From an optimization exercise on the open Yosys and OpenROAD flow, aimed at small area; shortcuts taken in it are not production practice. RTL that was checked went through simulation tests only; none was proved equivalent to the original. For runs 2 to 5, only the layout was checked, not whether the RTL still works. No activity file was given, so power comes from the tool's default toggle rates.

File: constraint.sdc
create_clock -name core_clock -period 10.0 [get_ports {CLK}]
set_input_delay 2.0000 -clock core_clock [delete_from_list [all_inputs] [get_ports {CLK}]]
set_output_delay 2.0000 -clock core_clock [all_outputs]
set_load 0.01 [all_outputs]
File: config.mk
export PLATFORM = sky130hd
export DESIGN_NAME = UARTinterface
export DESIGN_NICKNAME = UARTinterface
export VERILOG_FILES = /design/flow/design.v
export SDC_FILE = /design/flow/constraint.sdc
export NUM_CORES = 8
export LEC_CHECK = 0
export CAP_MARGIN = 20
export CORE_MARGIN = 2
export CORE_UTILIZATION = 40
export SLEW_MARGIN = 20
File: design.v
module baudPLL(
		input CLK, RST, SET,
		input [31:0] BAUDRATE,
		output reg BAUD_TICK, BAUD_TICK_X32
	);
	reg [31:0] baudrate_reg, baud_count_reg, oversample32_count_reg;
	always@(posedge CLK or negedge RST) begin
		if (~RST) begin
			baudrate_reg <= 32'b0;
			baud_count_reg <= ~{32'b0};
			oversample32_count_reg <= 32'b0;
			BAUD_TICK <= 1'b0;
			BAUD_TICK_X32 <= 1'b0;
		end else begin
			if (SET) begin
				baudrate_reg <= BAUDRATE;
				baud_count_reg <= 32'b0;
				oversample32_count_reg <= 32'b0;
				BAUD_TICK <= 1'b0;
				BAUD_TICK_X32 <= 1'b0;
			end else begin
				if (baud_count_reg == baudrate_reg - 32'b1) begin
					baud_count_reg <= 32'b0;
					BAUD_TICK <= 1'b1;
				end else begin
					baud_count_reg <= baud_count_reg + 32'd1;
					BAUD_TICK <= 1'b0;
				end
				if (oversample32_count_reg == (baudrate_reg >> 5) - 32'b1) begin
					oversample32_count_reg <= 32'b0;
					BAUD_TICK_X32 <= 1'b1;
				end else begin
					oversample32_count_reg <= oversample32_count_reg + 32'd1;
					BAUD_TICK_X32 <= 1'b0;
				end
			end
		end
	end
endmodule 
module fifo_buffer(
		input CLK, RST, READ_BUFFER, WRITETO_BUFFER, PARITY_IN,
		input  [7:0] DATA_IN,
		output [7:0] DATA_OUT,
		output DIRTYBUFFER, FILLED, PARITY_OUT
	);
	reg [8:0] current_read;
	wire data_avail_to_read;
	reg [8:0] buffer [255:0];
	reg [255:0] buffer_valid;
	reg [7:0] write_head, read_head;
	always@(posedge CLK) begin
		if (WRITETO_BUFFER)
			buffer[write_head] <= {PARITY_IN, DATA_IN};
		if (READ_BUFFER)
			current_read <= buffer[read_head];
	end
	always@(posedge CLK or negedge RST) begin
		if (~RST) begin
			write_head <= 8'b0;
			read_head <= 8'b0;
			buffer_valid <= 256'b0;
		end else begin
			if (WRITETO_BUFFER) begin
				write_head <= write_head + 8'd1;
			end
			if (READ_BUFFER) begin
				read_head <= read_head + 8'd1;
			end
			if (WRITETO_BUFFER & READ_BUFFER) begin
				buffer_valid <= buffer_valid & ~(256'b1 << read_head) | (256'b1 << write_head);     
			end else if (WRITETO_BUFFER) begin
				buffer_valid <= buffer_valid | (256'b1 << write_head);  
			end else if (READ_BUFFER) begin
				buffer_valid <= buffer_valid & ~(256'b1 << read_head);  
			end
		end
	end
	assign DIRTYBUFFER = buffer_valid[read_head];
	assign DATA_OUT = current_read[7:0];
	assign PARITY_OUT = current_read[8];	
	assign FILLED = &{buffer_valid};
endmodule
module tx(
		input CLK, BAUD, RST, DATA_AVAILABLE,
		input [7:0] DATA,
		input  [1:0] MODE,
		output reg TX,BUSY
	);
	localparam [3:0] tx_idle   = 4'd0,
	                 tx_start  = 4'd1,
	                 tx_send   = 4'd2,
	                 tx_parity = 4'd3,
	                 tx_stop   = 4'd4,
	                 tx_sync   = 4'd5;
	reg [3:0] tx_state;
	parameter M8N1 = 00,
	          M8E1 = 01,
			    M8O1 = 11;
	reg [7:0] buffer;
	reg [2:0] count;
	wire parity;
	assign parity = ~(^buffer);
	always@(posedge CLK or negedge RST) begin
		if (~RST) begin
			TX <= 1'b1;
			BUSY <= 1'b0;
			buffer <= 8'b0;
			tx_state <= tx_idle;
			count <= 3'b0;
		end else begin
			case (tx_state)
				tx_idle:
					begin
						TX <= 1'b1;
						if (DATA_AVAILABLE) begin
							tx_state <= tx_sync;
							BUSY <= 1'b1;
						end else begin
							BUSY <= 1'b0;
						end
					end
				tx_sync:
					begin
						TX <= 1'b1;
						buffer <= DATA;
						if (BAUD) tx_state <= tx_start;
					end
				tx_start:
					begin
						TX <= 1'b0;
						if (BAUD) tx_state <= tx_send;
					end
				tx_send:
					begin
						TX <= buffer[count];
						if (count == 3'd7) begin
							if (BAUD) begin
								count <= 3'b0;
								if (MODE == M8N1) 
									tx_state <= tx_stop;
								else
									tx_state <= tx_parity;
							end
						end else begin
							if (BAUD) count <= count + 3'd1;
						end
					end
				tx_parity:
					begin
						if (MODE == M8E1)
							TX <= parity;
						else
							TX <= ~parity;
						if (BAUD) tx_state <= tx_stop;
					end
				tx_stop:
					begin
						TX <= 1'b1;
						if (BAUD) begin
							tx_state <= tx_idle;
							BUSY <= 1'b0;
						end
					end
				default:
					begin
						TX <= 1'b1;
						BUSY <= 1'b0;
						tx_state <= tx_idle;
					end
			endcase
		end
	end
endmodule
module rx(
		input CLK, TICK, RST, RX,
		input [1:0] MODE,
		output reg DATA_DONE,
		output reg [7:0] DATA,
		output reg PARITY
	);
	localparam [2:0] rx_idle   = 3'd0,
	                 rx_data   = 3'd1,
	                 rx_parity = 3'd2,
	                 rx_start  = 3'd3,
	                 rx_stop   = 3'd4;
	parameter M8N1 = 00,
	          M8E1 = 01,
			    M8O1 = 11;
	reg [2:0] rx_state;
	reg [4:0] sample_count;
	reg [2:0] data_buffer_pos;
	always@(posedge CLK or negedge RST) begin
		if (~RST) begin
			rx_state <= rx_idle;
			sample_count <= 5'b0;
			data_buffer_pos <= 3'b0;
			DATA_DONE <= 1'b0;
			DATA <= 8'b0;
			PARITY <= 1'b0;
		end else begin
			DATA_DONE <= 1'b0;
			if (TICK) begin
				sample_count <= sample_count + 5'd1;
				case (rx_state)
					rx_idle:
						begin
							if (~RX) begin
								sample_count <= 5'b0;
								data_buffer_pos <= 3'b0;
								rx_state <= rx_start;
							end
						end
					rx_start:
						begin
							if (sample_count == 5'd16) begin
								if (RX)
									rx_state <= rx_idle;
								else
									rx_state <= rx_data;
							end
						end
					rx_data:
						begin
							if (sample_count == 5'd16) begin
								DATA[data_buffer_pos] <= RX;
								data_buffer_pos <= data_buffer_pos + 3'd1;
								if (data_buffer_pos == 3'd7) begin
									if (MODE == M8N1) begin
										PARITY <= 1'b0;
										rx_state <= rx_stop;
									end else begin
										rx_state <= rx_parity;
									end
								end
							end
						end
					rx_parity:
						begin
							if (sample_count == 5'd16) begin
								PARITY <= RX;
								rx_state <= rx_stop;
							end
						end
					rx_stop:
						begin
							if (sample_count == 5'd16) begin
								DATA_DONE <= 1'b1;
								rx_state <= rx_idle;
							end
						end
					default:
						begin
							rx_state <= rx_idle;
							sample_count <= 5'b0;
							data_buffer_pos <= 3'b0;
						end
				endcase
			end
		end
	end
endmodule
module UARTinterface(
		input CLK, RST, WRITE_TO_TX_BUFFER, READ_BUFFER, SET_BR, SET_MODE,
		input [31:0] DATA_IN__CONFIG,
		output [7:0] DATA_OUT,
		output INTERRUPT, BUSY, PARITY,
		input RX,
		output TX
	);
	wire baudclk, baudclkx32;
	baudPLL pll(
		.CLK(CLK), 
		.RST(RST), 
		.SET(SET_BR),
		.BAUDRATE(DATA_IN__CONFIG),
		.BAUD_TICK(baudclk),
		.BAUD_TICK_X32(baudclkx32)
	); 
	wire read_byte_from_tx_buffer, data_avail_to_read;
	wire [7:0] current_byte;
	fifo_buffer tx_buffer(
		.CLK(CLK), 
		.RST(RST), 
		.READ_BUFFER(read_byte_from_tx_buffer), 
		.WRITETO_BUFFER(WRITE_TO_TX_BUFFER),
		.DATA_IN(DATA_IN__CONFIG[7:0]),
		.DATA_OUT(current_byte),
		.DIRTYBUFFER(data_avail_to_read),
		.FILLED(BUSY),
		.PARITY_IN(1'b0),
		.PARITY_OUT()
	);
	reg [1:0] mode;
	always@(posedge CLK or negedge RST) begin
		if (~RST)
			mode <= 2'b0;
		else
			if (SET_MODE) mode <= DATA_IN__CONFIG[1:0];
	end
	wire tx_busy;
	tx tx(
		.CLK(CLK), 
		.BAUD(baudclk),
		.RST(RST), 
		.DATA_AVAILABLE(data_avail_to_read),
		.DATA(current_byte),
		.MODE(mode),
		.BUSY(tx_busy), 
		.TX(TX)
	);
	assign read_byte_from_tx_buffer = data_avail_to_read & ~tx_busy;
	wire [7:0] out_byte;
	wire write_to_rx_buffer, interrupt, parity;
	rx rx(
		.CLK(CLK), 
		.TICK(baudclkx32),
		.RST(RST), 
		.RX(RX),
		.MODE(mode),
		.DATA_DONE(write_to_rx_buffer),
		.DATA(out_byte),
		.PARITY(parity)
	);
	fifo_buffer rx_buffer(
		.CLK(CLK), 
		.RST(RST), 
		.READ_BUFFER(READ_BUFFER), 
		.WRITETO_BUFFER(write_to_rx_buffer),
		.DATA_IN(out_byte),
		.DATA_OUT(DATA_OUT),
		.DIRTYBUFFER(interrupt),
		.FILLED(),
		.PARITY_IN(parity),
		.PARITY_OUT(PARITY)
	);
	assign INTERRUPT = {7'b0, interrupt};
endmodule 
File: run.sh
#!/bin/bash
# synth_recipe.tcl (not shown) runs the flow's synth.tcl, then flattens the netlist and writes it again
# the make line also repeats each setting of config.mk as NAME=value (left out here)
make -C /OpenROAD-flow-scripts/flow DESIGN_CONFIG=/design/flow/config.mk WORK_HOME=/design/flow/orfs CLKGATE_MAP_FILE= SYNTH_SCRIPT=/design/flow/synth_recipe.tcl finish
==> flow_summary_export.csv, run 1 <==
group,metric,value,unit
clock_network,cts_buffers,535,
die,die_w,715,um
drt,wl,528,mm
die,io_pins,51,
clock_network,cts_setup_buffers,0,
finish,nFillCells,42000,
synth,synth_top_area_cell,"edfxtp_1",
power,internal-power,0.0358,W
drt,dr.pass1.iters,6,
timing,setup_tns,0,ns
finish,nets,10400,
synth,synth-main-ff-cell,"edfxtp_1",
clock_network,cts_hold_buf,0,
worst_setup_path,startpoint_type,"register",
die,num_rows,260,
synth,syn-cell-area,202000,um^2
synth,synth-warning-count,5,
power,p_leak,74.6,nW
synth,avgSynthCellArea,19.9,um^2
worst_setup_path,crit_path_start,"rx_buffer.read_head[0]",
placement,place.port_buffers,50,
finish,regMostFlops,"rx_buffer.buffer",
worst_setup_path,path_class,"register to output port",
timing,finalSetupViolations,0,
worst_hold_path,hold_path_depth,1,
timing,slew_viol_final,0,
finish,syn2layout_area_growth,12.5,%
global_route,grt_max_degree,165,
drt,ant_nets,0,
timing,worst_hold_slack,0.484,ns
placement,gp_congestion,0.939,
drt,drtIter0Drc,12300,
drt,viasPerCell,5.94,
worst_setup_path,timing.rr.start,"rx_buffer.read_head[1]",
power,p_switching,0.0116,W
worst_hold_path,hold_path_class,"register to register",
global_route,antenna_found_initial,30,
clock_network,cts_tree,"yes",
power,p_comb_share,9.9,%
synth,synth.top_cell.area_share,64.9,%
finish,drive_gt1_share,24.9,%
clock_network,cts_sinks,5050,
timing,max_freq,130,MHz
clock_network,clockRootBuffer,"clkbuf_16",
timing,period_share,76.8,%
global_route,grt_pass1_vias,106000,
power,clock_power_share,40.7,%
power,p_per_area,209,nW/um^2
synth,yosys.cell_types.count,74,
synth,synth_common_cells,"4,369 x edfxtp_1, 1,564 x mux4_2, 1,016 x o21ai_0",
clock_network,cts_htree_levels,6,
timing,fin_worst_skew,0.0587,ns
worst_hold_path,worstHoldStart,"tx_buffer.current_read[4]",
clock_network,cts_buffer_depth,4,
status,status,"no timing/DRC/antenna violations",
drt,drcViolationCount,0,
placement,hpwl,314,mm
run,maxCapViolCount,0,
clock_network,cts_resized,0,
timing,hold_viol_final,0,
timing,rsz0062_at_grt,"no",
timing,worstMarginPinSlew,1.23,ns
synth,async_reset_ff_share,13.5,%
synth,synthCells,10200,
global_route,grt_usage,20.4,%
power,p_seq_share,49.4,%
worst_setup_path,required,8.00,ns
drt,routedWlPerCell,30.4,um
finish,largest_register_ffs,2304,
die,die_area,511000,um^2
clock_network,clock_latency,1.07,ns
worst_setup_path,crit_fanout,95,
finish,largest_registers,"rx_buffer.buffer x2304, tx_buffer.buffer x2048",
die,fp.dieH,715,um
worst_setup_path,r2r_cells,7,
drt,vias,103000,
global_route,grt_pass1_wl,764,mm
synth,ys_ff_latch,5050,
clock_network,clkTransAtPathRegs,0.06,ns
worst_hold_path,hold_end,"tx.buffer[4]",
synth,synth_area_leaders,"edfxtp_1 65%, mux4_2 17%, dfrtp_1 8.0%",
synth,yosysSeqAreaShare,73.4,%
worst_setup_path,r2r_end,"rx_buffer.current_read[1]",
power,worst_ir_drop_vdd,0.247,mV
synth,synth_nets,10200,
worst_setup_path,crit_arrival,5.68,ns
power,swShare,24.5,%
synth,yosysMostFrequentCell,"edfxtp_1",
die,core_area,502000,um^2
worst_setup_path,cp-end-kind,"output port",
timing,period_needed,7.68,ns
timing,relSlewSlack,17.7,%
die,start_util,40.2,%
global_route,grt_remaining_overflow,0,
synth,synth-edff-count,4369,
worst_setup_path,ff2ff_setup_slack,3.95,ns
==> worst max-delay path by stage <==
stage / slack, ns / to
after floorplan: 4.38 / INTERRUPT
final: 2.32 / INTERRUPT
after detailed placement: 3.33 / INTERRUPT
after global routing: 2.07 / INTERRUPT
after CTS: 2.22 / INTERRUPT
after global placement: 3.37 / INTERRUPT
==> placed cells by master (no fill, tap or decap), types with 34 or more instances in the layout <==
master,n
edfxtp_1,4369
mux4_2,1564
o21ai_0,1016
nor2_1,628
dfrtp_1,628
clkbuf_16,546
nand2_1,205
buf_4,159
clkbuf_1,142
nand4_1,120
clkinv_1,103
nand3_1,100
xnor2_1,96
xor2_1,83
mux2i_1,70
clkinv_2,64
mux2_2,49
o31ai_1,44
nor4_1,40
clkdlybuf4s50_1,39
inv_1,38
ha_1,37
nor3_1,34
bufinv_16,34
==> cells by family after synthesis <==
logic type	synth area share (%)
flops	73.4
mux	18.1
simple gates	3.03
compound gates	3.12
buf+inv	1.39
xor+xnor	0.776
fa+ha+maj	0.229
==> cell type report <==
type / instances / area, um^2 / area share (%)
Inverter: 42 / 173 / 0.0760
Timing Repair Buffer: 240 / 2310 / 1.02
Antenna cell: 18 / 45.0 / 0.0198
Clock inverter: 262 / 2540 / 1.12
Sequential cell: 5050 / 148000 / 65.3
Multi-Input combinational cell: 4410 / 51200 / 22.5
Clock buffer: 700 / 14400 / 6.32
Tap cell: 6681 / 8360 / 3.68
==> power by group through the flow <==
stage	clock (W)	sequential (W)	combinational, W
after floorplan	0	0.0235	0.00344
after global placement	0	0.0238	0.00471
after detailed placement	0	0.0238	0.00477
after CTS	0.0196	0.0234	0.00477
after global routing	0.0204	0.0234	0.00500
final	0.0193	0.0234	0.00471
==> per-layer routing <==
metal  global-route usage (%)  share of wire [%]  routed length [um]
met5                   0.0943              0.038                 201
met4                     6.85                3.6               19200
met3                     3.96                7.9               41800
met2                     33.3                 49              257000
met1                     27.6                 40              210000
==> worst max-delay path: stages, from the launching register on <==
cell,delay (ns)
dfrtp_4,1.04
buf_12,0.62
mux4_2,0.60
mux4_2,0.49
mux4_2,0.54
mux4_2,0.60
clkdlybuf4s50_1,0.52
==> per-stage QoR <==
step / total power [W] / setup slack [ns] / instances / utilization [%] / instance area [um^2]
after floorplan: 0.0270 / 4.38 / 10200 / - / 202000
after global placement: 0.0285 / 3.37 / 16400 / 41.8 / 210000
after detailed placement: 0.0286 / 3.33 / 16400 / 41.8 / 210000
after CTS: 0.0478 / 2.22 / 17400 / 45.2 / 227000
after global routing: 0.0489 / 2.07 / 17400 / 45.2 / 227000
final: 0.0474 / 2.32 / 17400 / 45.3 / 227000
==> run 2: changes to the inputs <==
==> design.v (replaced) <==
module baudPLL(
		input CLK, RST, SET,
		input [31:0] BAUDRATE,
		output reg BAUD_TICK, BAUD_TICK_X32
	);
	reg [31:0] baudrate_reg, baud_count_reg, oversample32_count_reg;
	wire [31:0] baud_next = baud_count_reg + 32'd1;
	wire [31:0] over_next = oversample32_count_reg + 32'd1;
	wire baud_hit = (baud_next == baudrate_reg);
	wire over_hit = (over_next == {5'b0, baudrate_reg[31:5]});
	always@(posedge CLK or negedge RST) begin
		if (~RST) begin
			baudrate_reg <= 32'b0;
			baud_count_reg <= ~{32'b0};
			oversample32_count_reg <= 32'b0;
			BAUD_TICK <= 1'b0;
			BAUD_TICK_X32 <= 1'b0;
		end else begin
			if (SET) baudrate_reg <= BAUDRATE;
			baud_count_reg <= (SET | baud_hit) ? 32'b0 : baud_next;
			oversample32_count_reg <= (SET | over_hit) ? 32'b0 : over_next;
			BAUD_TICK <= ~SET & baud_hit;
			BAUD_TICK_X32 <= ~SET & over_hit;
		end
	end
endmodule
module fifo_buffer #(parameter W = 9) (
		input CLK, RST, RD, WR,
		input  [W-1:0] DIN,
		output [W-1:0] RDATA,
		output NOT_EMPTY, FULL
	);
	reg [8:0] wp, rp;
	always@(posedge CLK or negedge RST) begin
		if (~RST) begin
			wp <= 9'd0;
			rp <= 9'd0;
		end else begin
			if (WR) wp <= wp + 9'd1;
			if (RD) rp <= rp + 9'd1;
		end
	end
	wire same = (wp[7:0] == rp[7:0]);
	assign NOT_EMPTY = ~(same & (wp[8] == rp[8]));
	assign FULL = same & (wp[8] != rp[8]);
	wire [W-1:0] term [0:255];
	wire clr_ok = ~FULL | WR;
	genvar i;
	generate
		for (i = 0; i < 256; i = i + 1) begin : word
			wire ws = (wp[7:0] == i);
			wire we = WR & ws;
			wire wc = clr_ok & ws;
			wire rs = (rp[7:0] == i);
			reg [W-1:0] m;
			always@(posedge CLK)
				m <= (m & {W{~wc}}) | (DIN & {W{we}});
			assign term[i] = m & {W{rs}};
		end
	endgenerate
	reg [W-1:0] rd_or;
	integer k;
	always@(*) begin
		rd_or = {W{1'b0}};
		for (k = 0; k < 256; k = k + 1)
			rd_or = rd_or | term[k];
	end
	assign RDATA = rd_or;
endmodule
module tx(
		input CLK, BAUD, RST, POP,
		input [7:0] DATA,
		input [1:0] MODE,
		output reg TX,
		output BUSY
	);
	localparam [2:0] tx_idle   = 3'd0,
	                 tx_start  = 3'd1,
	                 tx_send   = 3'd2,
	                 tx_parity = 3'd3,
	                 tx_stop   = 3'd4,
	                 tx_sync   = 3'd5;
	reg [2:0] tx_state;
	reg [7:0] buffer;
	reg [2:0] count;
	assign BUSY = (tx_state != tx_idle);
	always@(posedge CLK)
		if (POP) buffer <= DATA;
	always@(posedge CLK or negedge RST) begin
		if (~RST) begin
			TX <= 1'b1;
			tx_state <= tx_idle;
			count <= 3'b0;
		end else begin
			case (tx_state)
				tx_idle:
					begin
						TX <= 1'b1;
						if (POP) tx_state <= tx_sync;
					end
				tx_sync:
					begin
						TX <= 1'b1;
						if (BAUD) tx_state <= tx_start;
					end
				tx_start:
					begin
						TX <= 1'b0;
						if (BAUD) tx_state <= tx_send;
					end
				tx_send:
					begin
						TX <= buffer[count];
						if (BAUD) begin
							count <= count + 3'd1;
							if (count == 3'd7)
								tx_state <= (MODE == 2'b00) ? tx_stop : tx_parity;
						end
					end
				tx_parity:
					begin
						TX <= (^buffer) ^ (MODE == 2'b01);
						if (BAUD) tx_state <= tx_stop;
					end
				tx_stop:
					begin
						TX <= 1'b1;
						if (BAUD) tx_state <= tx_idle;
					end
				default:
					begin
						TX <= 1'b1;
						tx_state <= tx_idle;
					end
			endcase
		end
	end
endmodule
module rx(
		input CLK, TICK, RST, RX,
		input [1:0] MODE,
		output reg DATA_DONE,
		output reg [7:0] DATA,
		output reg PARITY
	);
	localparam [2:0] rx_idle   = 3'd0,
	                 rx_data   = 3'd1,
	                 rx_parity = 3'd2,
	                 rx_start  = 3'd3,
	                 rx_stop   = 3'd4;
	reg [2:0] rx_state;
	reg [4:0] sample_count;
	reg [2:0] data_buffer_pos;
	wire mid = (sample_count == 5'd16);
	always@(posedge CLK)
		if (TICK & mid & (rx_state == rx_data))
			DATA <= {RX, DATA[7:1]};
	always@(posedge CLK or negedge RST) begin
		if (~RST) begin
			rx_state <= rx_idle;
			sample_count <= 5'b0;
			data_buffer_pos <= 3'b0;
			DATA_DONE <= 1'b0;
			PARITY <= 1'b0;
		end else begin
			DATA_DONE <= 1'b0;
			if (TICK) begin
				sample_count <= sample_count + 5'd1;
				case (rx_state)
					rx_idle:
						if (~RX) begin
							sample_count <= 5'b0;
							data_buffer_pos <= 3'b0;
							rx_state <= rx_start;
						end
					rx_start:
						if (mid) rx_state <= RX ? rx_idle : rx_data;
					rx_data:
						if (mid) begin
							data_buffer_pos <= data_buffer_pos + 3'd1;
							if (data_buffer_pos == 3'd7) begin
								if (MODE == 2'b00) begin
									PARITY <= 1'b0;
									rx_state <= rx_stop;
								end else
									rx_state <= rx_parity;
							end
						end
					rx_parity:
						if (mid) begin
							PARITY <= RX;
							rx_state <= rx_stop;
						end
					rx_stop:
						if (mid) begin
							DATA_DONE <= 1'b1;
							rx_state <= rx_idle;
						end
					default:
						rx_state <= rx_idle;
				endcase
			end
		end
	end
endmodule
module UARTinterface(
		input CLK, RST, WRITE_TO_TX_BUFFER, READ_BUFFER, SET_BR, SET_MODE,
		input [31:0] DATA_IN__CONFIG,
		output [7:0] DATA_OUT,
		output INTERRUPT, BUSY, PARITY,
		input RX,
		output TX
	);
	wire baudclk, baudclkx32;
	baudPLL pll(
		.CLK(CLK),
		.RST(RST),
		.SET(SET_BR),
		.BAUDRATE(DATA_IN__CONFIG),
		.BAUD_TICK(baudclk),
		.BAUD_TICK_X32(baudclkx32)
	);
	reg [1:0] mode;
	always@(posedge CLK or negedge RST) begin
		if (~RST)
			mode <= 2'b0;
		else if (SET_MODE)
			mode <= DATA_IN__CONFIG[1:0];
	end
	wire tx_avail, tx_busy;
	wire [7:0] tx_byte;
	wire tx_pop = tx_avail & ~tx_busy;
	fifo_buffer #(.W(8)) tx_buffer(
		.CLK(CLK),
		.RST(RST),
		.RD(tx_pop),
		.WR(WRITE_TO_TX_BUFFER),
		.DIN(DATA_IN__CONFIG[7:0]),
		.RDATA(tx_byte),
		.NOT_EMPTY(tx_avail),
		.FULL(BUSY)
	);
	tx tx(
		.CLK(CLK),
		.BAUD(baudclk),
		.RST(RST),
		.POP(tx_pop),
		.DATA(tx_byte),
		.MODE(mode),
		.TX(TX),
		.BUSY(tx_busy)
	);
	wire [7:0] rx_byte;
	wire rx_done, rx_parity;
	wire [8:0] rx_word;
	reg  [8:0] current_read;
	rx rx(
		.CLK(CLK),
		.TICK(baudclkx32),
		.RST(RST),
		.RX(RX),
		.MODE(mode),
		.DATA_DONE(rx_done),
		.DATA(rx_byte),
		.PARITY(rx_parity)
	);
	fifo_buffer #(.W(9)) rx_buffer(
		.CLK(CLK),
		.RST(RST),
		.RD(READ_BUFFER),
		.WR(rx_done),
		.DIN({rx_parity, rx_byte}),
		.RDATA(rx_word),
		.NOT_EMPTY(INTERRUPT),
		.FULL()
	);
	always@(posedge CLK)
		if (READ_BUFFER) current_read <= rx_word;
	assign DATA_OUT = current_read[7:0];
	assign PARITY = current_read[8];
endmodule
--- a/config.mk
+++ b/config.mk
@@ -7,5 +7,9 @@
 export LEC_CHECK = 0
 export CAP_MARGIN = 20
 export CORE_MARGIN = 2
-export CORE_UTILIZATION = 40
+export CORE_UTILIZATION = 60
+export CTS_BUF_LIST = sky130_fd_sc_hd__clkbuf_8
+export CTS_CLUSTER_DIAMETER = 60
+export CTS_CLUSTER_SIZE = 30
+export PLACE_DENSITY = 0.7
 export SLEW_MARGIN = 20
==> run 2 against run 1 <==
  * The run now fails in global routing
  * Area after synthesis down 16%
  * Synthesized cell count up 55%
==> flow_summary_export.csv, run 2 <==
group,metric,value,unit
synth,synth-main-ff-cell,"dfxtp_1",
clock_network,cts_resized,0,
synth,ys_ff_latch,4533,
placement,place_inst,19000,
placement,hpwl,897,mm
clock_network,cts_setup_buffers,0,
status,stop_error,"[ERROR GRT-0116] Global routing finished with congestion. Check the congestion regions in the DRC Viewer.",
status,status,"aborted with a tool error",
synth,yosysMostFrequentCell,"dfxtp_1",
synth,synth_nets,15800,
global_route,grt_pass1_wl,1930,mm
placement,gp_congestion,1.78,
clock_network,cts_htree_levels,5,
synth,yosys.cell_types.count,79,
global_route,grt_pass1_vias,191000,
clock_network,cts_hold_buf,0,
die,start_util,60.4,%
clock_network,clockRootBuffer,"clkbuf_8",
global_route,grt_usage,96.2,%
die,die_w,537,um
synth,async_reset_ff_share,3.44,%
placement,place.port_buffers,50,
synth,yosysSeqAreaShare,53.9,%
global_route,grt_remaining_overflow,22600,
synth,synth-warning-count,6,
clock_network,cts_sinks,4533,
clock_network,cts_buffers,279,
synth,synth-edff-count,25,
synth,synth_common_cells,"4,352 x dfxtp_1, 2,467 x a22o_1, 2,048 x o2bb2ai_1",
synth,synthCells,15800,
status,stop_stage,"global routing",
die,io_pins,51,
synth,synth_area_leaders,"dfxtp_1 51%, a22o_1 13%, o2bb2ai_1 11%",
synth,avgSynthCellArea,10.8,um^2
synth,synth_top_area_cell,"dfxtp_1",
global_route,grt_max_degree,140,
synth,synth.top_cell.area_share,51.1,%
die,num_rows,195,
die,fp.dieH,537,um
synth,syn-cell-area,170000,um^2
clock_network,cts_buffer_depth,4,
## run 2: per-layer routing
layer,global-route usage (%),GRT overflow
met5,61.2,187
met2,117,14700
met1,91.5,2076
met4,96.0,4143
met3,81.0,1509
## run 2: power groups by stage
| stage | registers, W | clock network (W) | logic [W] |
|---|---|---|---|
| 4_1_cts | 0.0196 | 0.0101 | 0.00607 |
| 3_3_place_gp | 0.0200 | 0 | 0.00596 |
| 3_5_place_dp | 0.0200 | 0 | 0.00606 |
| 2_1_floorplan | 0.0195 | 0 | 0.00274 |
## run 2: worst max-delay path by stage
stage | start | endpoint | slack, ns | cells past startpoint
4_1_cts | tx_buffer.wp[6] | BUSY | 4.44 | 4
3_5_place_dp | WRITE_TO_TX_BUFFER | tx_buffer.word[44].m[2] | 4.50 | 6
3_3_place_gp | WRITE_TO_TX_BUFFER | tx_buffer.word[219].m[6] | 4.24 | 6
2_1_floorplan | rx_buffer.rp[2] | INTERRUPT | 6.35 | 6
## run 2: cell families after synthesis
kind of cell               count (synthesis)  synth area share, %
and+or+nand+nor                         2704                 7.52
adders and majority gates                 24                0.176
xor gates and xnor gates                 171                0.937
DFF                                     4533                 53.9
muxes                                     44                0.298
AOI/OAI and AO/OA                       6996                 34.2
buffers and inverters                   1312                 2.99
## run 2: metrics by stage
step | hold slack (ns) | total power [W] | cell area, um^2 | utilization [%] | setup WS, ns
after CTS | 0.465 | 0.0358 | 184000 | 65.1 | 4.44
after detailed placement | 0.446 | 0.0261 | 177000 | 62.8 | 4.50
after global placement | 0.441 | 0.0260 | 177000 | 62.6 | 4.24
after floorplan | 0.424 | 0.0222 | 170000 | - | 6.35
==> run 3: changes to the inputs <==
--- a/design.v
+++ b/design.v
@@ -67,6 +67,52 @@
 	end
 	assign RDATA = rd_or;
 endmodule
+module rx_fifo #(parameter W = 9) (
+		input CLK, RST, RD, WR,
+		input  [W-1:0] DIN,
+		output [W-1:0] RDATA,
+		output NOT_EMPTY
+	);
+	reg [W-1:0] ring [0:255];
+	reg [W-1:0] pend;
+	reg pending;
+	reg [7:0] wpp, rpp;    
+	reg [8:0] cnt;         
+	wire ins = pending & (&wpp);
+	always@(posedge CLK) begin
+		ring[0] <= ins ? pend : ring[255];
+		if (WR) pend <= DIN;
+	end
+	genvar i;
+	generate
+		for (i = 1; i < 256; i = i + 1) begin : rot
+			always@(posedge CLK) ring[i] <= ring[i-1];
+		end
+	endgenerate
+	always@(posedge CLK or negedge RST) begin
+		if (~RST) begin
+			pending <= 1'b0;
+			wpp <= 8'd0;
+			rpp <= 8'd0;
+			cnt <= 9'd0;
+		end else begin
+			pending <= WR | (pending & ~ins);
+			if (~ins) wpp <= wpp + 8'd1;
+			if (~RD) rpp <= rpp + 8'd1;
+			cnt <= cnt + {8'd0, WR} - {8'd0, RD};
+		end
+	end
+	assign NOT_EMPTY = |cnt;
+	wire bypass = pending & (cnt == 9'd1);
+	reg [W-1:0] rd_or;
+	integer k;
+	always@(*) begin
+		rd_or = bypass ? pend : {W{1'b0}};
+		for (k = 0; k < 256; k = k + 1)
+			rd_or = rd_or | (ring[k] & {W{~bypass & (rpp == k)}});
+	end
+	assign RDATA = rd_or;
+endmodule
 module tx(
 		input CLK, BAUD, RST, POP,
 		input [7:0] DATA,
@@ -264,15 +310,14 @@
 		.DATA(rx_byte),
 		.PARITY(rx_parity)
 	);
-	fifo_buffer #(.W(9)) rx_buffer(
+	rx_fifo #(.W(9)) rx_buffer(
 		.CLK(CLK),
 		.RST(RST),
 		.RD(READ_BUFFER),
 		.WR(rx_done),
 		.DIN({rx_parity, rx_byte}),
 		.RDATA(rx_word),
-		.NOT_EMPTY(INTERRUPT),
-		.FULL()
+		.NOT_EMPTY(INTERRUPT)
 	);
 	always@(posedge CLK)
 		if (READ_BUFFER) current_read <= rx_word;
--- a/config.mk
+++ b/config.mk
@@ -7,9 +7,8 @@
 export LEC_CHECK = 0
 export CAP_MARGIN = 20
 export CORE_MARGIN = 2
-export CORE_UTILIZATION = 60
+export CORE_UTILIZATION = 40
 export CTS_BUF_LIST = sky130_fd_sc_hd__clkbuf_8
 export CTS_CLUSTER_DIAMETER = 60
 export CTS_CLUSTER_SIZE = 30
-export PLACE_DENSITY = 0.7
 export SLEW_MARGIN = 20
==> run 3 against run 2 <==
  * Synthesized cell count fell by 18%
  * The flow again stops in global routing
  * Area after synthesis fell by 12%
==> flow_summary_export.csv, run 3 <==
group,metric,value,unit
status,status,"aborted with a tool error",
status,stop_stage,"global routing",
status,stop_error,"[ERROR GRT-0116] Global routing finished with congestion. Check the congestion regions in the DRC Viewer.",
die,fp.dieH,615,um
synth,syn-cell-area,150000,um^2
clock_network,cts_resized,0,
synth,synth_common_cells,"4,352 x dfxtp_1, 2,052 x o2bb2ai_1, 1,100 x a22oi_1",
clock_network,cts_htree_levels,5,
synth,yosysMostFrequentCell,"dfxtp_1",
synth,synth_top_area_cell,"dfxtp_1",
synth,ys_ff_latch,4550,
synth,avgSynthCellArea,11.5,um^2
clock_network,cts_sinks,4550,
synth,synth-edff-count,34,
global_route,grt_usage,76.2,%
clock_network,cts_buffer_depth,4,
clock_network,cts_setup_buffers,0,
placement,hpwl,938,mm
clock_network,cts_buffers,368,
placement,dpl_worst_slack,4.23,ns
synth,synth_area_leaders,"dfxtp_1 58%, o2bb2ai_1 12%, a22oi_1 5.5%",
global_route,grt_pass1_vias,157000,
synth,synth-warning-count,7,
synth,synth-main-ff-cell,"dfxtp_1",
die,io_pins,51,
synth,yosys.cell_types.count,98,
synth,async_reset_ff_share,3.60,%
synth,synth.top_cell.area_share,58.3,%
die,num_rows,224,
die,start_util,40.2,%
clock_network,clockRootBuffer,"clkbuf_8",
placement,gp_congestion,1.32,
clock_network,cts_hold_buf,0,
placement,place.port_buffers,50,
synth,synthCells,13000,
synth,synth_nets,13100,
global_route,grt_pass1_wl,1920,mm
die,die_w,615,um
global_route,grt_remaining_overflow,353,
synth,yosysSeqAreaShare,61.7,%
global_route,grt_max_degree,117,
run 3: changes by cell type after synthesis, sizes merged, moves of 37 or more:
| cell | delta |
|---|---|
| nor2 | -303 |
| a32oi | +78 |
| o21ai | +76 |
| a21oi | +67 |
| a22oi | -330 |
| o22ai | +37 |
| a31oi | +42 |
| nand4 | -37 |
| nand2 | -285 |
| nand3 | +268 |
| a22o | -2301 |
| clkbuf | -282 |
run 3: how the worst max path moves through the flow:
stage                                          end  cells after the start
after floorplan                   rx_buffer.cnt[8]                     13
after global placement    tx_buffer.word[150].m[0]                      8
after detailed placement  tx_buffer.word[242].m[3]                      6
after CTS                                     BUSY                      5
run 3: cells by family after synthesis:
family                     synth area share [%]
DFF                                        61.7
buffers and inverters                      2.79
adders and majority gates                 0.290
AOI/OAI and AO/OA                          26.0
xor gates and xnor gates                   1.02
and+or+nand+nor                            7.67
muxes                                     0.480
run 3: routing by layer:
layer	GRT overflow	track usage [%]
met1	3	78.0
met2	170	88.0
met3	7	63.7
met4	170	74.3
met5	3	39.8
run 3: through the flow:
step	instance area (um^2)	util, %	hold WS, ns	instances
after floorplan	150000	-	0.322	13000
after global placement	161000	43.2	0.327	17800
after detailed placement	161000	43.3	0.328	17800
after CTS	170000	45.8	0.299	18500
run 3: power groups by stage:
stage                     combinational, W  clock (W)  sequential [W]
after floorplan                    0.00333          0          0.0196
after global placement             0.00908          0          0.0204
after detailed placement           0.00906          0          0.0203
after CTS                          0.00908     0.0126          0.0199
==> run 4: changes to the inputs <==
--- a/config.mk
+++ b/config.mk
@@ -8,7 +8,4 @@
 export CAP_MARGIN = 20
 export CORE_MARGIN = 2
 export CORE_UTILIZATION = 40
-export CTS_BUF_LIST = sky130_fd_sc_hd__clkbuf_8
-export CTS_CLUSTER_DIAMETER = 60
-export CTS_CLUSTER_SIZE = 30
 export SLEW_MARGIN = 20
==> run 4 against run 3 <==
  * The flow again stops in global routing
  * Synthesized cell count unchanged
  * Area after synthesis unchanged
==> flow_summary_export.csv, run 4 <==
group,metric,value,unit
status,status,"aborted with a tool error",
status,stop_stage,"global routing",
status,stop_error,"[ERROR GRT-0116] Global routing finished with congestion. Check the congestion regions in the DRC Viewer.",
synth,synth_top_area_cell,"dfxtp_1",
synth,yosysMostFrequentCell,"dfxtp_1",
die,fp.dieH,615,um
placement,gp_congestion,1.32,
global_route,grt_pass1_vias,160000,
synth,yosysSeqAreaShare,61.7,%
die,num_rows,224,
clock_network,cts_buffer_depth,4,
clock_network,cts_setup_buffers,0,
synth,synth_area_leaders,"dfxtp_1 58%, o2bb2ai_1 12%, a22oi_1 5.5%",
synth,syn-cell-area,150000,um^2
die,io_pins,51,
global_route,grt_max_degree,117,
clock_network,cts_buffers,467,
synth,synth_common_cells,"4,352 x dfxtp_1, 2,052 x o2bb2ai_1, 1,100 x a22oi_1",
synth,ys_ff_latch,4550,
clock_network,clockRootBuffer,"clkbuf_16",
placement,place.port_buffers,50,
global_route,grt_pass1_wl,1940,mm
synth,synth_nets,13100,
global_route,grt_remaining_overflow,404,
clock_network,cts_htree_levels,5,
synth,synth-edff-count,34,
synth,avgSynthCellArea,11.5,um^2
clock_network,cts_resized,0,
synth,synth-warning-count,7,
clock_network,cts_sinks,4550,
synth,synth.top_cell.area_share,58.3,%
synth,synth-main-ff-cell,"dfxtp_1",
die,die_w,615,um
clock_network,cts_hold_buf,0,
synth,async_reset_ff_share,3.60,%
global_route,grt_usage,76.4,%
die,start_util,40.2,%
synth,synthCells,13000,
placement,hpwl,938,mm
synth,yosys.cell_types.count,98,
[run 4: cell counts after synthesis]
No cell type changed its count.
[run 4: cells by family after synthesis]
kind of cell             share of synthesized area (%)
buffers and inverters                             2.79
XOR/XNOR                                          1.02
adder cells (fa/ha/maj)                          0.290
flip-flops                                        61.7
AO/OA/AOI/OAI                                     26.0
AND/OR/NAND/NOR                                   7.67
multiplexers                                     0.480
[run 4: stage by stage]
step	worst slack (ns)	instances	instance area (um^2)	util, %
3_5_place_dp	4.23	17800	161000	43.3
4_1_cts	3.83	18700	178000	47.8
3_3_place_gp	3.96	17800	161000	43.2
2_1_floorplan	6.03	13000	150000	-
[run 4: worst max path at each step]
stage                                     endpoint               start  slack (ns)  depth (start not counted)
after floorplan                   rx_buffer.cnt[8]         READ_BUFFER        6.03                         13
after global placement    tx_buffer.word[150].m[0]  WRITE_TO_TX_BUFFER        3.96                          8
after detailed placement  tx_buffer.word[242].m[3]  WRITE_TO_TX_BUFFER        4.23                          6
after CTS                                     BUSY     tx_buffer.rp[5]        3.83                          5
[run 4: power by group through the flow]
stage	sequential [W]	combinational, W	clock [W]
after CTS	0.0199	0.00908	0.0189
after floorplan	0.0196	0.00333	0
after detailed placement	0.0203	0.00906	0
after global placement	0.0204	0.00908	0
[run 4: per-layer routing]
metal / GRT overflow / GRT usage, %
met4: 179 / 74.7
met3: 12 / 63.5
met5: 1 / 35.9
met1: 10 / 78.6
met2: 202 / 88.6
==> run 5: changes to the inputs <==
--- a/design.v
+++ b/design.v
@@ -113,6 +113,62 @@
 	end
 	assign RDATA = rd_or;
 endmodule
+module tx_fifo (
+		input CLK, RST, RD, WR,
+		input  [7:0] DIN,
+		output [7:0] RDATA,
+		output NOT_EMPTY, FULL
+	);
+	reg [7:0] ring [0:255];
+	reg [7:0] q [0:7];
+	reg [7:0] head;
+	reg [2:0] qw, qr;
+	reg [3:0] qc;          
+	reg [7:0] wpp, rpp;    
+	reg [8:0] cnt;         
+	wire [7:0] qhead = q[qr];
+	wire xfer = (|qc) & (&wpp[2:0]);
+	wire ring_empty = (cnt == {5'd0, qc});
+	wire deq = xfer | (RD & ring_empty);
+	wire at_ext = ~|rpp[2:0];
+	wire [7:0] ext = ring[{rpp[7:3], 3'b000}];
+	assign RDATA = ring_empty ? qhead : (at_ext ? ext : head);
+	assign NOT_EMPTY = |cnt;
+	assign FULL = cnt[8];
+	always@(posedge CLK) begin
+		ring[0] <= (xfer & (wpp[7:3] == 5'd31)) ? qhead : ring[255];
+		if (WR) q[qw] <= DIN;
+		if (at_ext) head <= ext;
+	end
+	genvar i;
+	generate
+		for (i = 1; i < 256; i = i + 1) begin : rot
+			if (i % 8 == 0) begin : ins
+				always@(posedge CLK)
+					ring[i] <= (xfer & (wpp[7:3] == i / 8 - 1)) ? qhead : ring[i-1];
+			end else begin : sh
+				always@(posedge CLK) ring[i] <= ring[i-1];
+			end
+		end
+	endgenerate
+	always@(posedge CLK or negedge RST) begin
+		if (~RST) begin
+			qw <= 3'd0;
+			qr <= 3'd0;
+			qc <= 4'd0;
+			wpp <= 8'd0;
+			rpp <= 8'd0;
+			cnt <= 9'd0;
+		end else begin
+			if (WR) qw <= qw + 3'd1;
+			if (deq) qr <= qr + 3'd1;
+			qc <= qc + {3'd0, WR} - {3'd0, deq};
+			if (~deq) wpp <= wpp + 8'd1;
+			if (~RD) rpp <= rpp + 8'd1;
+			cnt <= cnt + {8'd0, WR} - {8'd0, RD};
+		end
+	end
+endmodule
 module tx(
 		input CLK, BAUD, RST, POP,
 		input [7:0] DATA,
@@ -276,7 +332,7 @@
 	wire tx_avail, tx_busy;
 	wire [7:0] tx_byte;
 	wire tx_pop = tx_avail & ~tx_busy;
-	fifo_buffer #(.W(8)) tx_buffer(
+	tx_fifo tx_buffer(
 		.CLK(CLK),
 		.RST(RST),
 		.RD(tx_pop),
--- a/config.mk
+++ b/config.mk
@@ -8,4 +8,5 @@
 export CAP_MARGIN = 20
 export CORE_MARGIN = 2
 export CORE_UTILIZATION = 40
+export PLACE_DENSITY = 0.5
 export SLEW_MARGIN = 20
==> run 5 against run 4 <==
  * The run now finishes clean
  * Area after synthesis decreased by 17%
  * Synthesized cell count down 28%
==> flow_summary_export.csv, run 5 <==
group,metric,value,unit
status,status,"no timing/DRC/antenna violations",
synth,synth_fa_ha_area_share,0.542,%
timing,slew_viol_final,0,
placement,dpl_cell_area,131000,um^2
worst_setup_path,r2r_cells,13,
worst_hold_path,worstHoldStart,"tx_buffer.ring[70][6]",
die,io_pins,51,
drt,drtIter0Drc,13900,
finish,nFillCells,27400,
synth,avgSynthCellArea,13.3,um^2
die,num_rows,204,
timing,worst_hold_slack,0.259,ns
timing,max_freq,167,MHz
worst_setup_path,cpPeakStageDelay,0.74,ns
synth,synth-main-ff-cell,"dfxtp_1",
synth,synth_mux_area_share,1.22,%
worst_setup_path,required,8.00,ns
worst_setup_path,cp-end-kind,"output port",
clock_network,clkTransAtPathRegs,0.06,ns
timing,finalSetupViolations,0,
synth,ys_ff_latch,4639,
placement,gp_congestion,1.04,
synth,syn-cell-area,124000,um^2
global_route,grt_max_degree,94,
synth,yosysSeqAreaShare,76.6,%
worst_setup_path,ff2ff_setup_slack,4.40,ns
global_route,grt_remaining_overflow,0,
timing,setup_tns,0,ns
run,maxCapViolCount,0,
clock_network,cts_tree,"yes",
synth,synth-warning-count,8,
synth,synth-edff-count,98,
timing,relSlewSlack,11.8,%
drt,routedWlPerCell,41.3,um
clock_network,cts_setup_buffers,0,
placement,hpwl,406,mm
drt,viasPerCell,6.10,
timing,rsz0062_at_grt,"no",
worst_setup_path,crit_slowest_cell,"buf_4",
worst_setup_path,path_class,"register to output port",
placement,dpl_worst_slack,4.84,ns
worst_setup_path,crit_chain,"inv_1 > ha_1 > and3b_2 > buf_4 > nand4_1 > clkdlybuf4s50_1",
global_route,antenna_found_initial,121,
clock_network,cts_buffers,443,
finish,drive_gt1_share,13.9,%
worst_setup_path,startpoint_type,"register",
die,core_area,308000,um^2
timing,setup_ws,4.03,ns
finish,final_common_cell,"dfxtp_1",
finish,final_area,146000,um^2
clock_network,cts_buffer_depth,4,
synth,synth-simple-area-share,7.28,%
synth,synth_common_cells,"4,360 x dfxtp_1, 653 x a22oi_1, 497 x nor2_1",
synth,synth_area_leaders,"dfxtp_1 71%, a22oi_1 4.0%, dfrtp_1 3.0%",
timing,period_needed,5.97,ns
placement,place.port_buffers,50,
synth,synth_top_area_cell,"dfxtp_1",
die,start_util,40.1,%
worst_setup_path,crit_arrival,3.97,ns
synth,synth_xor_area_share,1.29,%
die,fp.dieH,560,um
worst_setup_path,r2r_end,"current_read[5]",
timing,worstMarginPinSlew,1.32,ns
synth,synth_nets,9415,
timing,fin_worst_skew,0.135,ns
clock_network,clock_latency,1.05,ns
synth,synth.top_cell.area_share,70.6,%
power,worst_ir_drop_vdd,0.230,mV
synth,yosysMostFrequentCell,"dfxtp_1",
drt,drcViolationCount,0,
drt,vias,86600,
finish,regMostFlops,"rx_buffer.ring",
clock_network,cts_sinks,4639,
worst_setup_path,timing.rr.start,"rx_buffer.rpp[0]",
power,p_per_area,299,nW/um^2
timing,hold_viol_final,0,
die,die_w,560,um
drt,dr.pass1.iters,10,
worst_hold_path,hold_path_depth,0,
drt,wl,586,mm
worst_hold_path,hold_end,"tx_buffer.ring[71][6]",
clock_network,cts_resized,0,
global_route,grt_pass1_vias,81200,
drt,ant_nets,0,
worst_setup_path,crit_fanout,34,
finish,nets,9729,
synth,synth_compound_area_share,11.2,%
global_route,grt_pass1_wl,759,mm
finish,syn2layout_area_growth,18.4,%
timing,period_share,59.7,%
clock_network,clockRootBuffer,"clkbuf_16",
clock_network,cts_htree_levels,5,
global_route,grt_usage,36.1,%
clock_network,cts_hold_buf,0,
finish,mostFrequentLayoutCells,"4,360 x dfxtp_1, 653 x a22oi_1, 456 x clkbuf_16, 447 x nor2_1, 383 x nand3_1",
synth,synth_top_family_by_area,"compound AO/OA/AOI/OAI gates",
synth,yosys.cell_types.count,93,
synth,synthCells,9325,
synth,async_reset_ff_share,3.90,%
power,p_leak,54.7,nW
finish,largest_registers,"rx_buffer.ring x2304, tx_buffer.ring x2048, tx_buffer.q x64",
worst_hold_path,hold_path_class,"register to register",
die,die_area,314000,um^2
finish,largest_register_ffs,2304,
## run 5: per-layer routing
layer  vias up  track usage, %  share of wire, %
met1     43400            48.1                41
met4        82            21.6               6.9
met2      7022            47.7                39
met5         -           0.473              0.12
li1      34100               -                 -
met3      2003            15.7                13
## run 5: critical path: cells and delay by family, from the launching register on
family	cells	cell delay, ns
buffers and inverters	3	1.52
AND/OR/NAND/NOR	2	0.89
flip-flops	1	0.39
adder cells (fa/ha/maj)	1	0.22
## run 5: worst max-delay path by stage
stage | startpoint | to | slack, ns | cells past startpoint
after global routing | rx_buffer.cnt[7] | INTERRUPT | 3.94 | 6
after floorplan | READ_BUFFER | rx_buffer.cnt[8] | 6.03 | 13
after CTS | rx_buffer.cnt[7] | INTERRUPT | 3.94 | 6
after global placement | rx_buffer.rpp[2] | current_read[3] | 4.82 | 10
after detailed placement | rx_buffer.rpp[2] | current_read[3] | 4.84 | 10
final | rx_buffer.cnt[5] | INTERRUPT | 4.03 | 6
## run 5: layout make-up
type	count	area (um^2)	share of cell area, %
well taps	4120	5150	3.52
inverters	72	270	0.185
clock buffers	631	13100	8.91
repair buffers	358	2910	1.99
flip-flops and latches	4639	94800	64.7
multi-input cells	4125	27600	18.9
diodes	75	188	0.128
clock inverters	188	2450	1.67
## run 5: cells by family after synthesis
kind of cell / Yosys count
muxes: 119
AOI/OAI and AO/OA: 1957
and+or+nand+nor: 1825
buffers and inverters: 561
adders and majority gates: 52
DFF: 4639
xor gates and xnor gates: 172
## run 5: where the power goes
group | leakage, nW | total (W) | internal [W] | switching [W]
logic | 8.86 | 0.00614 | 0.00104 | 0.00510
clock network | 7.62 | 0.0175 | 0.0101 | 0.00746
registers | 38.2 | 0.0200 | 0.0194 | 0.000612
## run 5: through the flow
step	util, %	instances	total power [W]
2_1_floorplan	-	9325	0.0222
3_3_place_gp	42.4	13300	0.0261
3_5_place_dp	42.4	13300	0.0261
4_1_cts	47.4	14100	0.0434
5_1_grt	47.4	14100	0.0444
6_report	47.5	14200	0.0437
==> run 6: changes to the inputs <==
--- a/design.v
+++ b/design.v
@@ -74,14 +74,27 @@
 		output NOT_EMPTY
 	);
 	reg [W-1:0] ring [0:255];
+	reg [W-1:0] ob [0:7];
 	reg [W-1:0] pend;
 	reg pending;
-	reg [7:0] wpp, rpp;    
-	reg [8:0] cnt;         
-	wire ins = pending & (&wpp);
+	reg [7:0] wpp, xpp;    
+	reg [2:0] obw, obr;
+	reg [3:0] obc;         
+	wire ring_empty = (wpp == xpp);
+	wire room = ~obc[3] | RD;
+	wire ext_do = ~ring_empty & ~|xpp[2:0] & room;
+	wire pend_ob = pending & ring_empty & room;
+	wire direct = WR & ring_empty & ~pending & room;
+	wire ob_we = ext_do | pend_ob | direct;
+	wire ins = pending & ~pend_ob & (&wpp);
+	wire [W-1:0] ext = ring[{xpp[7:3], 3'b000}];
+	wire [W-1:0] ob_din = ~ring_empty ? ext : (pending ? pend : DIN);
+	assign RDATA = ob[obr];
+	assign NOT_EMPTY = |obc;
 	always@(posedge CLK) begin
 		ring[0] <= ins ? pend : ring[255];
 		if (WR) pend <= DIN;
+		if (ob_we) ob[obw] <= ob_din;
 	end
 	genvar i;
 	generate
@@ -93,25 +106,19 @@
 		if (~RST) begin
 			pending <= 1'b0;
 			wpp <= 8'd0;
-			rpp <= 8'd0;
-			cnt <= 9'd0;
+			xpp <= 8'd0;
+			obw <= 3'd0;
+			obr <= 3'd0;
+			obc <= 4'd0;
 		end else begin
-			pending <= WR | (pending & ~ins);
+			pending <= (WR & ~direct) | (pending & ~ins & ~pend_ob);
 			if (~ins) wpp <= wpp + 8'd1;
-			if (~RD) rpp <= rpp + 8'd1;
-			cnt <= cnt + {8'd0, WR} - {8'd0, RD};
+			if (~ext_do) xpp <= xpp + 8'd1;
+			if (ob_we) obw <= obw + 3'd1;
+			if (RD) obr <= obr + 3'd1;
+			obc <= obc + {3'd0, ob_we} - {3'd0, RD};
 		end
 	end
-	assign NOT_EMPTY = |cnt;
-	wire bypass = pending & (cnt == 9'd1);
-	reg [W-1:0] rd_or;
-	integer k;
-	always@(*) begin
-		rd_or = bypass ? pend : {W{1'b0}};
-		for (k = 0; k < 256; k = k + 1)
-			rd_or = rd_or | (ring[k] & {W{~bypass & (rpp == k)}});
-	end
-	assign RDATA = rd_or;
 endmodule
 module tx_fifo (
 		input CLK, RST, RD, WR,
@@ -135,8 +142,9 @@
 	assign RDATA = ring_empty ? qhead : (at_ext ? ext : head);
 	assign NOT_EMPTY = |cnt;
 	assign FULL = cnt[8];
+	wire aligned = &wpp[2:0] & ((|qc) | ~cnt[8]);
 	always@(posedge CLK) begin
-		ring[0] <= (xfer & (wpp[7:3] == 5'd31)) ? qhead : ring[255];
+		ring[0] <= (ring[255] & {8{~(aligned & (wpp[7:3] == 5'd31))}}) | (qhead & {8{xfer & (wpp[7:3] == 5'd31)}});
 		if (WR) q[qw] <= DIN;
 		if (at_ext) head <= ext;
 	end
@@ -145,7 +153,7 @@
 		for (i = 1; i < 256; i = i + 1) begin : rot
 			if (i % 8 == 0) begin : ins
 				always@(posedge CLK)
-					ring[i] <= (xfer & (wpp[7:3] == i / 8 - 1)) ? qhead : ring[i-1];
+					ring[i] <= (ring[i-1] & {8{~(aligned & (wpp[7:3] == i / 8 - 1))}}) | (qhead & {8{xfer & (wpp[7:3] == i / 8 - 1)}});
 			end else begin : sh
 				always@(posedge CLK) ring[i] <= ring[i-1];
 			end
--- a/config.mk
+++ b/config.mk
@@ -8,5 +8,8 @@
 export CAP_MARGIN = 20
 export CORE_MARGIN = 2
 export CORE_UTILIZATION = 40
+export CTS_BUF_LIST = sky130_fd_sc_hd__clkbuf_16
+export CTS_CLUSTER_DIAMETER = 40
+export CTS_CLUSTER_SIZE = 30
 export PLACE_DENSITY = 0.5
 export SLEW_MARGIN = 20
==> run 6 against run 5 <==
  * Final cell count fell by 20%
  * Via count down 41%
  * Utilization grew 0.24 points
  * Total power shrank 8.4%
  * Count of clock-buffer cells in the layout fell by 188
  * Critical path depth down 2
  * Non-clock buffer count decreased by 227
  * Combinational power is 59% lower
  * Highest routed layer is now met4
  * Sequential cell count grew 73
  * Clock skew decreased by 0.054 ns
  * Worst setup slack improved by 1.6 ns
  * Critical endpoint unchanged
  * Still clean on timing, DRC and antenna
==> flow_summary_export.csv, run 6 <==
group,metric,value,unit
global_route,grt_max_degree,69,
synth,synth-warning-count,8,
synth,yosysSeqAreaShare,87.5,%
synth,synth.top_cell.area_share,78.8,%
finish,mostFrequentLayoutCells,"4,360 x dfxtp_1, 443 x clkbuf_16, 338 x nand2_1, 204 x nor2_1, 175 x a22o_1",
clock_network,cts_resized,0,
worst_setup_path,startpoint_type,"register",
drt,routedWlPerCell,20.2,um
timing,rsz0062_at_grt,"no",
clock_network,cts_buffers,436,
global_route,antenna_found_initial,29,
synth,synthCells,6791,
timing,max_freq,231,MHz
finish,regMostFlops,"rx_buffer.ring",
finish,nets,7326,
drt,ant_nets,0,
die,die_w,530,um
timing,hold_viol_final,0,
placement,gp_congestion,0.894,
placement,place.port_buffers,50,
drt,dr.pass1.iters,6,
die,start_util,40.1,%
die,fp.dieH,530,um
power,worst_ir_drop_vdd,0.213,mV
finish,final_common_cell,"dfxtp_1",
global_route,grt_usage,16.1,%
finish,final_area,132000,um^2
clock_network,clock_latency,0.96,ns
synth,syn-cell-area,111000,um^2
finish,largest_registers,"rx_buffer.ring x2304, tx_buffer.ring x2048, rx_buffer.ob x72",
synth,yosysMostFrequentCell,"dfxtp_1",
clock_network,cts_hold_buf,0,
timing,finalSetupViolations,0,
die,io_pins,51,
synth,synth_nets,6874,
placement,hpwl,153,mm
timing,fin_worst_skew,0.0813,ns
synth,synth_area_leaders,"dfxtp_1 79%, edfxtp_1 4.6%, dfrtp_1 3.4%",
synth,synth-main-ff-cell,"dfxtp_1",
die,core_area,276000,um^2
worst_setup_path,path_class,"register to output port",
worst_setup_path,crit_fanout,3,
timing,worst_hold_slack,0.266,ns
global_route,grt_pass1_wl,332,mm
clock_network,clkTransAtPathRegs,0.07,ns
clock_network,cts_buffer_depth,4,
synth,yosys.cell_types.count,79,
timing,period_share,43.3,%
synth,avgSynthCellArea,16.3,um^2
timing,setup_tns,0,ns
global_route,grt_remaining_overflow,0,
die,die_area,281000,um^2
placement,dpl_cell_area,116000,um^2
power,p_leak,51.6,nW
status,status,"no timing/DRC/antenna violations",
synth,async_reset_ff_share,3.86,%
synth,synth-edff-count,170,
finish,syn2layout_area_growth,18.9,%
timing,relSlewSlack,18.7,%
timing,worstMarginPinSlew,1.21,ns
synth,ys_ff_latch,4712,
clock_network,cts_sinks,4712,
die,num_rows,193,
clock_network,cts_htree_levels,5,
synth,synth_common_cells,"4,360 x dfxtp_1, 338 x nand2_1, 206 x nor2_1",
drt,drcViolationCount,0,
finish,nFillCells,23500,
drt,vias,50700,
worst_hold_path,hold_path_class,"register to register",
finish,drive_gt1_share,13.8,%
power,p_per_area,304,nW/um^2
clock_network,cts_setup_buffers,0,
synth,synth_top_area_cell,"dfxtp_1",
clock_network,cts_tree,"yes",
global_route,grt_pass1_vias,49600,
drt,drtIter0Drc,3819,
drt,viasPerCell,4.47,
finish,largest_register_ffs,2304,
worst_setup_path,cp-end-kind,"output port",
timing,slew_viol_final,0,
drt,wl,229,mm
clock_network,clockRootBuffer,"clkbuf_16",
worst_setup_path,required,8.00,ns
run,maxCapViolCount,0,
finish,fin_util,47.7,%
worst_setup_path,crit_arrival,2.33,ns
timing,period_needed,4.33,ns
[run 6: cell count changes after synthesis, moves of 102 or more]
cell      previous run  this run
clkbuf_1           314        76
o22ai_1            173         5
a22oi_1            653       166
a32oi_1            144         1
a22o_1              73       175
nand3_1            383        60
a21oi_1            282        43
nor2_1             497       206
[run 6: cell type report]
class | instances | area, um^2 | area share (%)
diodes | 11 | 27.5 | 0.0209
clock buffers | 443 | 11100 | 8.41
clock inverters | 381 | 4470 | 3.39
inverters | 55 | 206 | 0.157
multi-input cells | 1907 | 13300 | 10.1
flip-flops and latches | 4712 | 97000 | 73.6
well taps | 3705 | 4640 | 3.52
repair buffers | 131 | 1100 | 0.838
[run 6: power breakdown]
| group | switching, W | total, W | internal, W |
|---|---|---|---|
| Sequential | 0.000562 | 0.0204 | 0.0198 |
| Combinational | 0.00169 | 0.00251 | 0.000820 |
| Clock | 0.00764 | 0.0172 | 0.00953 |
[run 6: critical path, stage by stage, from the launching register on]
cell	delay [ns]
dfrtp_1	0.36
inv_1	0.12
ha_1	0.16
nand3_1	0.17
clkdlybuf4s50_1	0.62
[run 6: cell families after synthesis]
group                    Yosys count  synth area share (%)
buffers and inverters            172                 0.637
adder cells (fa/ha/maj)           44                 0.517
multiplexers                     128                  1.65
AO/OA/AOI/OAI                    674                  4.41
XOR/XNOR                         183                  1.51
flip-flops                      4712                  87.5
AND/OR/NAND/NOR                  878                  3.74
[run 6: final timing paths]
path | slack [ns] | depth (start not counted) | endpoint | from
min reg2reg | 0.27 | 0 | tx_buffer.ring[54][7] | tx_buffer.ring[53][7]
max | 5.67 | 4 | INTERRUPT | rx_buffer.obc[3]
min | 0.27 | 0 | tx_buffer.ring[54][7] | tx_buffer.ring[53][7]
max reg2reg | 6.05 | 8 | rx_buffer.ob[7][3] | rx_buffer.xpp[3]
min in group asynchronous | 1.10 | 1 | tx_buffer.rpp[0] | RST
max in group asynchronous | 7.50 | 2 | pll.oversample32_count_reg[0] | RST
[run 6: routing by layer]
metal / track usage (%) / routed length [um] / up-vias
met5: 0 / 0 / -
met4: 5.59 / 7420 / 0
met3: 3.15 / 13500 / 496
met2: 24.2 / 98700 / 1412
met1: 23.1 / 109000 / 24900
li1: - / - / 23800
[run 6: stage by stage]
stage | std cells | setup WS (ns) | power (W)
after floorplan | 6791 | 6.38 | 0.0218
after global placement | 10500 | 5.23 | 0.0233
after detailed placement | 10500 | 5.16 | 0.0233
after CTS | 11300 | 5.51 | 0.0405
after global routing | 11300 | 5.57 | 0.0415
final | 11300 | 5.67 | 0.0401
==> run 7: changes to the inputs <==
--- a/config.mk
+++ b/config.mk
@@ -9,7 +9,7 @@
 export CORE_MARGIN = 2
 export CORE_UTILIZATION = 40
 export CTS_BUF_LIST = sky130_fd_sc_hd__clkbuf_16
-export CTS_CLUSTER_DIAMETER = 40
-export CTS_CLUSTER_SIZE = 30
+export CTS_CLUSTER_DIAMETER = 50
+export CTS_CLUSTER_SIZE = 25
 export PLACE_DENSITY = 0.5
 export SLEW_MARGIN = 20
==> run 7 against run 6 <==
  * Clock power shrank about 10%
  * Wire length shrank 0.60%
  * Cell area shrank 1.7%
  * Die area is the same
  * First-iteration DRC count grew 8.0%
  * Utilization shrank 0.82 points
  * Combinational power is essentially flat
  * Critical path depth is the same
  * Critical endpoint unchanged
==> flow_summary_export.csv, run 7 <==
group,metric,value,unit
status,status,"no timing/DRC/antenna violations",
power,clock_power_share,40.2,%
synth,synth.top_cell.area_share,78.8,%
timing,worstMarginPinSlew,1.20,ns
drt,viasPerCell,4.49,
worst_setup_path,crit_slowest_cell,"clkdlybuf4s50_1",
clock_network,cts_buffers,360,
timing,period_share,43.2,%
synth,ys_ff_latch,4712,
worst_setup_path,r2r_cells,8,
worst_setup_path,crit_chain,"inv_1 > ha_1 > nand3_1 > clkdlybuf4s50_1",
timing,fin_worst_skew,0.0658,ns
worst_setup_path,cp_top_family,"buffers and inverters",
die,num_rows,193,
timing,setup_ws,5.68,ns
clock_network,cts_hold_buf,0,
power,internal-power,0.0285,W
placement,gp_congestion,0.894,
power,p_per_area,296,nW/um^2
clock_network,cts_buffer_depth,4,
clock_network,clkTransAtPathRegs,0.09,ns
power,p_total,0.0383,W
power,p_comb_share,6.6,%
synth,yosys.cell_types.count,79,
worst_setup_path,cpPeakStageDelay,0.62,ns
timing,max_freq,231,MHz
synth,synth_top_area_cell,"dfxtp_1",
die,core_area,276000,um^2
clock_network,cts_setup_buffers,0,
synth,yosysMostFrequentCell,"dfxtp_1",
global_route,antenna_found_initial,30,
timing,relSlewSlack,19.6,%
finish,final_common_cell,"dfxtp_1",
timing,slew_viol_final,0,
drt,wl,228,mm
synth,synthCells,6791,
worst_setup_path,ff2ff_setup_slack,6.04,ns
run,maxCapViolCount,0,
finish,largest_register_ffs,2304,
timing,rsz0062_at_grt,"no",
clock_network,cts_resized,0,
die,fp.dieH,530,um
global_route,grt_remaining_overflow,0,
synth,synth_nets,6874,
power,worst_ir_drop_vdd,0.217,mV
worst_setup_path,r2r_end,"rx_buffer.ob[3][3]",
power,p_leak,50.4,nW
synth,synth-warning-count,8,
worst_setup_path,timing.rr.start,"rx_buffer.xpp[3]",
worst_setup_path,crit_fanout,3,
synth,async_reset_ff_share,3.86,%
finish,regMostFlops,"rx_buffer.ring",
synth,synth-edff-count,170,
worst_hold_path,hold_path_class,"register to register",
clock_network,cts_sinks,4712,
worst_hold_path,hold_path_depth,0,
die,die_area,281000,um^2
drt,drtIter0Drc,4124,
finish,mostFrequentLayoutCells,"4,360 x dfxtp_1, 366 x clkbuf_16, 338 x nand2_1, 204 x nor2_1, 175 x a22o_1",
finish,drive_gt1_share,12.3,%
worst_setup_path,crit_arrival,2.32,ns
placement,place.port_buffers,50,
worst_hold_path,worstHoldStart,"tx_buffer.ring[212][7]",
timing,period_needed,4.32,ns
placement,dpl_worst_slack,5.16,ns
worst_setup_path,cp-end-kind,"output port",
synth,avgSynthCellArea,16.3,um^2
clock_network,clock_latency,0.94,ns
drt,routedWlPerCell,20.3,um
finish,largest_registers,"rx_buffer.ring x2304, tx_buffer.ring x2048, rx_buffer.ob x72",
clock_network,clockRootBuffer,"clkbuf_16",
synth,yosysSeqAreaShare,87.5,%
drt,drcViolationCount,0,
worst_setup_path,required,8.00,ns
synth,synth_common_cells,"4,360 x dfxtp_1, 338 x nand2_1, 206 x nor2_1",
worst_setup_path,startpoint_type,"register",
drt,dr.pass1.iters,6,
clock_network,cts_tree,"yes",
synth,synth-main-ff-cell,"dfxtp_1",
worst_hold_path,hold_end,"tx_buffer.ring[213][7]",
finish,nets,7250,
worst_setup_path,path_class,"register to output port",
global_route,grt_pass1_wl,331,mm
placement,hpwl,153,mm
timing,hold_viol_final,0,
power,swShare,25.7,%
timing,finalSetupViolations,0,
power,p_seq_share,53.2,%
finish,syn2layout_area_growth,16.9,%
timing,setup_tns,0,ns
drt,vias,50200,
die,die_w,530,um
clock_network,cts_htree_levels,5,
synth,synth_area_leaders,"dfxtp_1 79%, edfxtp_1 4.6%, dfrtp_1 3.4%",
global_route,grt_pass1_vias,48900,
finish,fin_util,46.9,%
die,start_util,40.1,%
power,p_switching,0.00982,W
worst_setup_path,crit_buf_inv,2,
global_route,grt_max_degree,69,
die,io_pins,51,
drt,ant_nets,0,
synth,syn-cell-area,111000,um^2
global_route,grt_usage,16.1,%
run 7: cell counts after synthesis:
No cell type changed its count.
run 7: through the flow:
step,cells,area (um^2),hold WS [ns]
final,11200,130000,0.276
after global routing,11200,130000,0.277
after CTS,11200,129000,0.269
after detailed placement,10500,116000,0.312
after global placement,10500,116000,0.310
after floorplan,6791,111000,0.310
run 7: per-layer routing:
layer  track usage [%]  routed length, um  share of wire [%]  vias to the layer above
li1                  -                  -                  -                    23600
met1              23.1             109000                 48                    24700
met2              24.1              97500                 43                     1418
met3              3.05              13300                5.9                      468
met4              5.83               8080                3.5                        0
met5                 0                  0                  0                        -
run 7: power groups by stage:
stage	clock network [W]	registers, W	logic [W]
global route	0.0166	0.0205	0.00267
floorplan	0	0.0204	0.00135
detailed placement	0	0.0208	0.00253
CTS	0.0158	0.0204	0.00254
finish	0.0154	0.0204	0.00251
global placement	0	0.0208	0.00251
run 7: worst max-delay path by stage:
stage | start | end | cells after the start
after CTS | rx_buffer.obc[3] | INTERRUPT | 4
final | rx_buffer.obc[3] | INTERRUPT | 4
after global placement | READ_BUFFER | rx_buffer.ob[6][2] | 7
after detailed placement | READ_BUFFER | rx_buffer.ob[6][0] | 7
after floorplan | READ_BUFFER | rx_buffer.ob[6][0] | 4
after global routing | rx_buffer.obc[3] | INTERRUPT | 4
run 7: cells by family (layout without fill, tap and decap cells):
logic type,count (synthesis),count (layout),share of synthesized area [%]
other,0,9,0
adder cells (fa/ha/maj),44,44,0.517
AO/OA/AOI/OAI,674,674,4.41
flip-flops,4712,4712,87.5
buffers and inverters,172,860,0.637
AND/OR/NAND/NOR,878,878,3.74
multiplexers,128,128,1.65
XOR/XNOR,183,183,1.51
run 7: layout make-up:
class / instances / area, um^2
timing repair buffer: 131 / 1100
inverter: 55 / 206
clock inverter: 308 / 4150
multi-input combinational: 1907 / 13300
clock buffer: 366 / 9160
antenna: 9 / 22.5
sequential: 4712 / 97000
fill: 23700 / 146000
tap: 3705 / 4640

## re-timing with driven ports
The flow's constraints put no driver on any port. The routed layouts listed below were extracted and timed again, unchanged, in two steps. Step 1, drivers: a clkbuf_16 drives CLK and a buf_2 each remaining input, both assumed. Step 2 also shifts input and output timing later by t, the mid clock arrival at the registers, as if the neighbouring blocks saw the same clock. Slacks: ideal ports / drivers / drivers and shift; pairs: ideal ports / drivers.
run	t, ns	setup slack, ns	worst register clock-pin slew, ns	worst slew at a driven data input, ns
run 1	1.155	2.321 / 2.207 / 3.362	0.07 / 0.07	0.20
run 5	1.079	4.029 / 3.927 / 4.399	0.08 / 0.08	0.10
run 6	0.994	5.672 / 5.587 / 5.167	0.08 / 0.08	0.11
run 7	0.995	5.676 / 5.587 / 5.208	0.09 / 0.09	0.11
After both steps setup and hold are still met in every run listed. The setup slack of run 6, which loses most, moves by -0.085 ns with the drivers and by -0.505 ns with both steps.
